What follows belongs to an exercise in optimizing a design on an open flow for small area and a short achievable clock period; a production flow would make more cautious choices. The RTL was checked by simulation tests, not by an equivalence proof against the original design.

== JK ==
## AXIS_linear_regression_v1_0
module AXIS_linear_regression_v1_0 #
	(
		parameter M = 8,
		parameter N = 3,
		parameter integer C_S00_AXIS_TDATA_WIDTH	= 32,
		parameter integer C_M00_AXIS_TDATA_WIDTH	= 32,
		parameter integer C_M00_AXIS_START_COUNT	= 32
	)
	(
		input wire  aclk,
		input wire  aresetn,
		output wire  s00_axis_tready,
		input wire [C_S00_AXIS_TDATA_WIDTH-1 : 0] s00_axis_tdata,
		input wire  s00_axis_tlast,
		input wire  s00_axis_tvalid,
		output wire  m00_axis_tvalid,
		output wire [C_M00_AXIS_TDATA_WIDTH-1 : 0] m00_axis_tdata,
		output wire  m00_axis_tlast,
		input wire  m00_axis_tready
	);
    reg        tready_r;
    reg  [2:0] vdly, ldly;
    reg        tvalid_r, tlast_r;
    reg  [31:0] tdata_r;
    reg  [1:0] col;         
    reg  [3:0] row;         
    reg        pending;     
    reg  [1:0] w;           
    assign s00_axis_tready = tready_r;
    assign m00_axis_tvalid = tvalid_r;
    assign m00_axis_tlast  = tlast_r;
    assign m00_axis_tdata  = tdata_r;
    wire take = s00_axis_tvalid & tready_r & ~pending;
    wire xrow = ~row[3];
    wire nz = row != 4'd0;              
    wire [15:0] bus16 = s00_axis_tdata[15:0];
    wire [15:0] enc;
    wire [7:0] encn;
    genvar g;
    generate for (g = 0; g < 8; g = g + 1) begin : be
        wire am1 = (g == 0) ? 1'b0 : bus16[2*g-1];
        wire a0 = bus16[2*g], a1 = bus16[2*g+1];
  ...
Size in the first run: about 3600 cells after synthesis, ~520 flip-flops, ~72 I/O pins, about 45000 um^2 of cells after synthesis.
==> flow/config.mk <==
export PLATFORM = sky130hd
export DESIGN_NAME = AXIS_linear_regression_v1_0
export DESIGN_NICKNAME = AXIS_linear_regression_v1_0
export VERILOG_FILES = /design/flow/design.v
export SDC_FILE = /design/flow/constraint.sdc
export NUM_CORES = 8
export LEC_CHECK = 0
export CAP_MARGIN = 20
export CORE_MARGIN = 2
export CORE_UTILIZATION = 40
export CTS_CLUSTER_DIAMETER = 55
export CTS_CLUSTER_SIZE = 28
export SLEW_MARGIN = 20
export SYNTH_HIERARCHICAL = 1
export SYNTH_MINIMUM_KEEP_SIZE = 0
==> flow/constraint.sdc <==
create_clock -name core_clock -period 22.0 [get_ports {aclk}]
set_input_delay 4.4000 -clock core_clock [delete_from_list [all_inputs] [get_ports {aclk}]]
set_output_delay 4.4000 -clock core_clock [all_outputs]
set_load 0.01 [all_outputs]
standard.sh (not shown) runs the stock make flow with config.mk's settings and CLKGATE_MAP_FILE= SYNTH_SCRIPT=/design/flow/synth_recipe.tcl, a recipe that flattens the netlist after the stock synthesis.
==> flow/flow/run.sh <==
#!/bin/bash
# The standard layout, with the port buffers made from buf_4 instead of the default cell,
# and the resizer's timing repair aiming at 16.45 ns of setup slack
set -euo pipefail
bash standard.sh finish 'BUFFER_PORTS_ARGS=-buffer_cell sky130_fd_sc_hd__buf_4' SETUP_SLACK_MARGIN=16.45 > standard.log 2>&1
Edits applied to the flow inputs when going from JK to MS:
# JK
export LEC_CHECK = 0
export CAP_MARGIN = 20
export CORE_MARGIN = 2
export CORE_UTILIZATION = 40
export CTS_CLUSTER_DIAMETER = 55
export CTS_CLUSTER_SIZE = 28
export SLEW_MARGIN = 20
export SYNTH_HIERARCHICAL = 1
export SYNTH_MINIMUM_KEEP_SIZE = 0
create_clock -name core_clock -period 22.0 [get_ports {aclk}]
# MS
export LEC_CHECK = 0
export CAP_MARGIN = 20
export CORE_MARGIN = 2
export CORE_UTILIZATION = 40
export CTS_CLUSTER_DIAMETER = 55
export CTS_CLUSTER_SIZE = 28
export PLACE_DENSITY = 0.5
export SLEW_MARGIN = 20
export SYNTH_HIERARCHICAL = 1
export SYNTH_MINIMUM_KEEP_SIZE = 0
create_clock -name core_clock -period 22.0 [get_ports {aclk}]
==> flow/flow/run.sh <==
#!/bin/bash
# The standard layout, with the port buffers made from buf_4 instead of the default cell,
# the resizer's timing repair aiming at 16.45 ns of setup slack, and no dummy loads in the
# clock tree
set -euo pipefail
bash standard.sh finish 'BUFFER_PORTS_ARGS=-buffer_cell sky130_fd_sc_hd__buf_4' SETUP_SLACK_MARGIN=16.45 \
  'CTS_ARGS=-sink_clustering_enable -repair_clock_nets -sink_clustering_size 28 -sink_clustering_max_diameter 55 -dont_use_dummy_load' > standard.log 2>&1
==> comparison <==
- Across MS and JK, none had a timing, DRC or antenna violation.
- Relative to JK, met3 capacity usage during global routing has decreased by 0.86 points in MS.
- Compared with JK, MS shows a higher final design area excluding fillers.
- MS vs JK, endpoint of the worst setup timing path: m00_axis_tdata[20] vs m00_axis_tdata[18]
- Measured against JK, the routed wire length of MS comes out at 1.07 times the reference value.
- From JK to MS the numbers moved as follows: post-place instance area neither gained nor lost much, area added between synthesis and finish picked up an extra 0.41 points.
- Taking JK as the reference, in MS buffer count from post-CTS setup fixing went up, register share of the cell area did not really move.
Setup changes, MS to AL
# MS
export LEC_CHECK = 0
export CAP_MARGIN = 20
export CORE_MARGIN = 2
export CORE_UTILIZATION = 40
export CTS_CLUSTER_DIAMETER = 55
export CTS_CLUSTER_SIZE = 28
export PLACE_DENSITY = 0.5
export SLEW_MARGIN = 20
export SYNTH_HIERARCHICAL = 1
export SYNTH_MINIMUM_KEEP_SIZE = 0
create_clock -name core_clock -period 22.0 [get_ports {aclk}]
# AL
export LEC_CHECK = 0
export CAP_MARGIN = 20
export CORE_MARGIN = 2
export CORE_UTILIZATION = 40
export CTS_CLUSTER_DIAMETER = 50
export CTS_CLUSTER_SIZE = 24
export GPL_TIMING_DRIVEN = 1
export SLEW_MARGIN = 20
export SYNTH_HIERARCHICAL = 1
export SYNTH_MINIMUM_KEEP_SIZE = 0
create_clock -name core_clock -period 22.0 [get_ports {aclk}]
==> flow/flow/run.sh <==
#!/bin/bash
# The standard layout, with the port buffers made from buf_4 instead of the default cell,
# and the resizer's timing repair aiming at 16.5 ns of setup slack
set -euo pipefail
bash standard.sh finish 'BUFFER_PORTS_ARGS=-buffer_cell sky130_fd_sc_hd__buf_4' SETUP_SLACK_MARGIN=16.5 > standard.log 2>&1
Results
- The final layout from AL, which completed every stage, passed the timing, DRC and antenna checks at the end of the flow.
- Diff MS -> AL | antenna diode instance count | increase of 1
- [compare] base=MS new=AL: setup TNS flat; weighted congestion at the end of routability-driven global placement now larger; total of clock buffers placed in the layout went down.
- The capture point of the critical path comes out m00_axis_tdata[20] in one run and m00_axis_tdata[21] in the other, namely in MS and AL respectively.
diff inputs: AL => TR
# AL
export LEC_CHECK = 0
export CAP_MARGIN = 20
export CORE_MARGIN = 2
export CORE_UTILIZATION = 40
export CTS_CLUSTER_DIAMETER = 50
export CTS_CLUSTER_SIZE = 24
export GPL_TIMING_DRIVEN = 1
export SLEW_MARGIN = 20
export SYNTH_HIERARCHICAL = 1
export SYNTH_MINIMUM_KEEP_SIZE = 0
create_clock -name core_clock -period 22.0 [get_ports {aclk}]
# TR
export LEC_CHECK = 0
export CAP_MARGIN = 20
export CORE_MARGIN = 2
export CORE_UTILIZATION = 40
export CTS_CLUSTER_DIAMETER = 55
export CTS_CLUSTER_SIZE = 28
export SLEW_MARGIN = 20
export SYNTH_HIERARCHICAL = 1
export SYNTH_MINIMUM_KEEP_SIZE = 0
create_clock -name core_clock -period 22.0 [get_ports {aclk}]
==> flow/flow/run.sh <==
#!/bin/bash
# The standard layout, with the port buffers made from buf_4 instead of the default cell,
# the resizer's timing repair aiming at 16.45 ns of setup slack, and no dummy loads in the
# clock tree
set -euo pipefail
bash standard.sh finish 'BUFFER_PORTS_ARGS=-buffer_cell sky130_fd_sc_hd__buf_4' SETUP_SLACK_MARGIN=16.45 TNS_END_PERCENT=20 \
  'CTS_ARGS=-sink_clustering_enable -repair_clock_nets -sink_clustering_size 28 -sink_clustering_max_diameter 55 -dont_use_dummy_load' > standard.log 2>&1
==> comparison <==
Routed wire in TR totals less than in AL. The cell with the biggest individual delay on the critical path comes out sky130_fd_sc_hd__dfxtp_4 in one run and sky130_fd_sc_hd__dfxtp_2 in the other, namely in AL and TR respectively. TR falls short of AL in final hold slack.

re-timing with driven ports:
The results above use ideal ports. As a check the final layouts listed here were re-extracted and re-timed, cells and wires unchanged. Step 1 (the two cells are an assumption about what drives the block):
set clk [get_ports {aclk}]
set_driving_cell -lib_cell sky130_fd_sc_hd__clkbuf_16 $clk
set_driving_cell -lib_cell sky130_fd_sc_hd__buf_2 [delete_from_list [all_inputs] $clk]
Step 2 times the ports against the registers' clock, not the clock port: input delays grow and output delays shrink by t, the midpoint of the rising clock arrivals with the driver on. Slacks: ideal ports / drivers / drivers and shift; pairs: ideal ports / drivers.
run	t (ns)	slack for setup (ns)	clock arrival spread, ns	worst register clock-pin slew, ns	worst slew at a driven data input, ns
JK	0.658	16.449 / 16.385 / 15.928	0.046 / 0.046	0.10 / 0.10	0.07
MS	0.683	16.422 / 16.348 / 15.867	0.118 / 0.118	0.09 / 0.09	0.04
AL	0.664	16.456 / 16.388 / 15.956	0.050 / 0.050	0.09 / 0.09	0.06
TR	0.637	16.402 / 16.339 / 15.799	0.101 / 0.101	0.09 / 0.09	0.07
After both steps every run listed still meets setup and hold. For TR, which loses most, drivers alone change the setup slack by -0.063 ns; drivers and shift together by -0.603 ns.
